Background: an optimization exercise with open tools, aiming at small area. Do not read the settings as production practice.
Only simulation tests tie the RTL to the original design; equivalence was not proved.

Setup of JK:
Design Cordic, start of the top module:
module Cordic(input clk, input signed [15:0] Xin, input signed [15:0] Yin, output signed [15:0] norm, output signed [15:0] inclination);
  reg r1_16;
  reg r2_16;
  reg r3_16;
  reg r4_16;
  reg r5_16;
  reg r6_16;
  reg r7_16;
  reg r8_16;
  reg r9_16;
  reg r1_20;
  reg r1_22;
  reg r1_25;
  reg r1_26;
  reg r1_27;
  reg r1_28;
  reg r1_29;
  reg r1_31;
  reg r1_32;
  reg r2_32;
  reg r3_32;
  reg r4_32;
  reg r5_32;
  reg r6_32;
  reg r7_32;
  reg r8_32;
  reg r9_32;
  reg r1_34;
  reg r1_35;
  reg r1_49;
  reg r1_65;
  reg r1_80;
  reg r1_84;
  reg r1_86;
  reg r1_88;
  reg r1_90;
  reg r1_92;
  reg r1_94;
  reg r1_96;
  reg r1_98;
  reg r1_100;
  reg r1_102;
  reg r1_104;
  reg r1_106;
  reg r1_108;
  reg r1_109;
  reg r1_119;
  reg r1_122;
  reg r1_123;
  reg r1_124;
  reg r1_130;
  reg r1_136;
  reg r1_139;
  reg r2_152;
  reg r2_155;
  reg r1_157;
  reg r2_158;
  reg r2_161;
  reg r2_163;
  reg r2_176;
  reg r2_177;
  reg r2_178;
  reg r2_179;
  reg r3_180;
  reg r4_180;
  reg r5_180;
  reg r6_180;
  reg r7_180;
  reg r8_180;
  reg r9_180;
  reg r2_182;
  reg r2_185;
  reg r2_188;
  reg r2_191;
  reg r2_194;
  reg r2_197;
  reg r2_200;
  reg r2_203;
  reg r2_206;
  reg r2_209;
  reg r2_212;
  reg r2_213;
  reg r2_214;
  reg r3_225;
  reg r2_227;
  reg r2_230;
  reg r2_232;
  reg r2_234;
  reg r2_236;
  reg r2_238;
  reg r2_240;
  reg r2_242;
  reg r2_244;
  reg r2_246;
  reg r2_248;
  reg r2_249;
  reg r2_267;
  reg r3_269;
  reg r4_269;
  reg r5_269;
  reg r6_269;
  reg r7_269;
  reg r8_269;
  reg r3_285;
  reg r3_286;
  reg r9_287;
  reg r3_290;
  reg r3_292;
  reg r3_294;
  reg r3_296;
  reg r3_298;
  reg r3_300;
  reg r3_302;
  reg r3_304;
  reg r3_306;
  reg r3_308;
  reg r3_310;
  reg r3_312;
  reg r3_314;
  reg r3_316;
  reg r3_317;
  reg r3_318;
  reg r3_321;
  reg r3_331;
  reg r3_334;
  reg r3_349;
  reg r3_352;
  reg r3_358;
  ...
Size: roughly 1100 cells after synthesis, roughly 65 I/O pins, ~15000 um^2 of cells after synthesis.
export LEC_CHECK = 0
export CAP_MARGIN = 20
export CORE_MARGIN = 2
export CORE_UTILIZATION = 40
export CTS_BUF_LIST = sky130_fd_sc_hd__clkbuf_8
export CTS_CLUSTER_DIAMETER = 50
export CTS_CLUSTER_SIZE = 19
export SLEW_MARGIN = 20
create_clock -name core_clock -period 7.0 [get_ports {clk}]
standard.sh (not shown) runs the stock make flow with config.mk's settings and CLKGATE_MAP_FILE= SYNTH_SCRIPT=/design/flow/synth_recipe.tcl, a recipe that flattens the netlist after the stock synthesis.
==> flow/flow/run.sh <==
#!/bin/bash
# Layout flow: the standard ORFS flow (same config.mk, same synth_recipe.tcl,
# same registers), except that
#  - flow/premap.py first maps the RTL's explicit full/half adders (wires fs/fc,
#    hs/hc) onto sky130 fa_1/ha_1 cells, so Yosys's adder extraction and its
#    generic "abc -fast" pass are not needed (ADDER_MAP_FILE empty,
#    SYNTH_ARGS=-noabc); ABC still maps all the other logic;
#  - the port buffers that ORFS puts on every input and output are buf_1.
# Each tool's output goes to a log file in this folder (and ORFS's own logs
# under orfs/logs).
set -euo pipefail
W=$(pwd)
python3 flow/premap.py design.v premapped.v > premap.log 2>&1
export SYNTH_ARGS=-noabc
export BUFFER_PORTS_ARGS="-buffer_cell sky130_fd_sc_hd__buf_1"
make -C "$FLOW_HOME" DESIGN_CONFIG="$W/config.mk" WORK_HOME="$W/orfs" CLKGATE_MAP_FILE= \
  SYNTH_SCRIPT="$W/synth_recipe.tcl" VERILOG_FILES="$W/premapped.v" ADDER_MAP_FILE= \
  finish > make.log 2>&1
R="$W/orfs/results/$FLOW_PLATFORM/Cordic/base"
: # left out here: write the final layout as DEF
Other scripts of this flow, unchanged in this note and not shown: flow/flow/premap.py
[inputs] MS vs JK
- CTS_CLUSTER_SIZE changed from 19 to 17
- CTS_CLUSTER_DIAMETER changed from 50 to 130
Notes after the runs:
In MS relative to JK, final-layout clock buffer total had gone down by more than a quarter.
Min final cell count across JK and MS: MS
MS — met3 usage in global routing 0.17 points lower, JK as reference
In the final reports, the cell area of MS is smaller than that of JK.
Diff JK..MS | number of hold violations in the final report | unchanged
Input changes introduced in AL (baseline for comparison: MS):
- CTS_CLUSTER_DIAMETER now 60, was 130
- CTS_CLUSTER_SIZE now 30, was 17
- CTS_BUF_LIST now sky130_fd_sc_hd__clkbuf_16, was sky130_fd_sc_hd__clkbuf_8
Going from MS to AL, number of antenna repair diodes held steady, detailed-route wire length grew by 1.5%, worst slew slack as a fraction of its limit held steady, sequential share of layout area shrank by 1.5 points, design area grew by 660 um^2. AL falls short of MS in total via count after detailed routing.

* * *

Cordic again, from the RTL that the note above started with.
clock: 7.0 ns
lec_check: 0
cap_margin: 0
core_margin: 2
core_utilization: 40
cts_buf_list: sky130_fd_sc_hd__clkbuf_8
cts_cluster_diameter: 100
cts_cluster_size: 16
slew_margin: 0
==> flow/flow/premap.py <==
#!/usr/bin/env python3
"""Replace the full/half adders of the generated RTL (wires fs<n>/fc<n> and
hs<n>/hc<n> with the same operands) by sky130 fa_1/ha_1 cell instances, so that
synthesis keeps them as written.  Everything else, including every register, is
left as it is.  Usage: premap.py design.v out.v"""
import re, sys
src = open(sys.argv[1]).read()
pat = re.compile(r'^\s*wire\s+(f[sc]|h[sc])(\d+)\s*=\s*(.*?);\s*$', re.M)
fa_s, fa_c, ha_s, ha_c = {}, {}, {}, {}
for m in pat.finditer(src):
    kind, num, e = m.group(1), m.group(2), m.group(3)
    name = kind + num
    if kind == 'fs':
        ops = [x.strip() for x in e.split('^')]
        assert len(ops) == 3, e
        fa_s[tuple(sorted(ops))] = (name, ops)
    elif kind == 'fc':
        mm = re.match(r'\((\S+) & (\S+)\) \| \((\S+) & \((\S+) \^ (\S+)\)\)$', e)
        assert mm, e
        ops = [mm.group(1), mm.group(2), mm.group(3)]
        fa_c[tuple(sorted(ops))] = (name, ops)
    elif kind == 'hs':
        ops = [x.strip() for x in e.split('^')]
        ha_s[tuple(sorted(ops))] = (name, ops)
    else:
        ops = [x.strip() for x in e.split('&')]
        ha_c[tuple(sorted(ops))] = (name, ops)
mapped = set(); cells = []
k = 0
for key, (sn, ops) in fa_s.items():
    if key in fa_c:
        cn = fa_c[key][0]
        mapped |= {sn, cn}
        cells.append('  sky130_fd_sc_hd__fa_1 pfa%d (.A(%s), .B(%s), .CIN(%s), .SUM(%s), .COUT(%s));' % (k, ops[0], ops[1], ops[2], sn, cn))
        k += 1
for key, (sn, ops) in ha_s.items():
    if key in ha_c:
        cn = ha_c[key][0]
        mapped |= {sn, cn}
        cells.append('  sky130_fd_sc_hd__ha_1 pha%d (.A(%s), .B(%s), .SUM(%s), .COUT(%s));' % (k, ops[0], ops[1], sn, cn))
        k += 1
def repl(m):
    name = m.group(1) + m.group(2)
    if name in mapped: return '  wire %s;' % name
    return m.group(0)
out = pat.sub(repl, src)
out = out.replace('endmodule', '\n'.join(cells) + '\nendmodule', 1)
open(sys.argv[2], 'w').write(out)
print('premap: %d cells, %d wires' % (k, len(mapped)))
Scripts as last shown in full above: flow/flow/run.sh
The baseline finished clean.
==> next run, changes <==
Settings changed: CAP_MARGIN 0 to 5, SLEW_MARGIN 0 to 5.
Effect: Sequential cell count is unchanged; wire length stays the same; critical path depth stays the same; die area is unchanged; global-route usage is unchanged.

## what the ideal ports hide
How much do the figures lean on ideal ports? The routed layouts below were timed once more, with nothing changed but the port constraints.
Step 1, drivers: a clkbuf_16 drives clk and a buf_2 each remaining input, both assumed.
Step 2 adds t to the input delays and takes it off the output delays; t is the mean of the earliest and latest rising clock arrival at the registers after step 1. Input paths then give back, and output paths get back, about the clock's delay inside the block.
Slacks: ideal / step 1 / step 2; pairs: ideal / step 1.
run	shift t [ns]	slack for setup (ns)	worst hold slack (ns)	slew at the worst register clock pin (ns)
JK	0.612	0.230 / 0.215 / -0.057	0.328 / 0.328 / 0.328	0.10 / 0.10
MS	0.568	0.256 / 0.256 / -0.053	0.328 / 0.328 / 0.328	0.11 / 0.11
AL	0.573	0.224 / 0.224 / -0.069	0.322 / 0.322 / 0.322	0.10 / 0.10
the first run of note 2	0.585	0.236 / 0.236 / -0.059	0.332 / 0.332 / 0.332	0.11 / 0.11
the second run of note 2	0.585	0.236 / 0.236 / -0.059	0.332 / 0.332 / 0.332	0.11 / 0.11
Met with ideal ports but missed after step 2: setup timing in every run listed. The setup slack of MS, which loses most, moves by 0.000 ns with the drivers and by -0.309 ns with both steps.
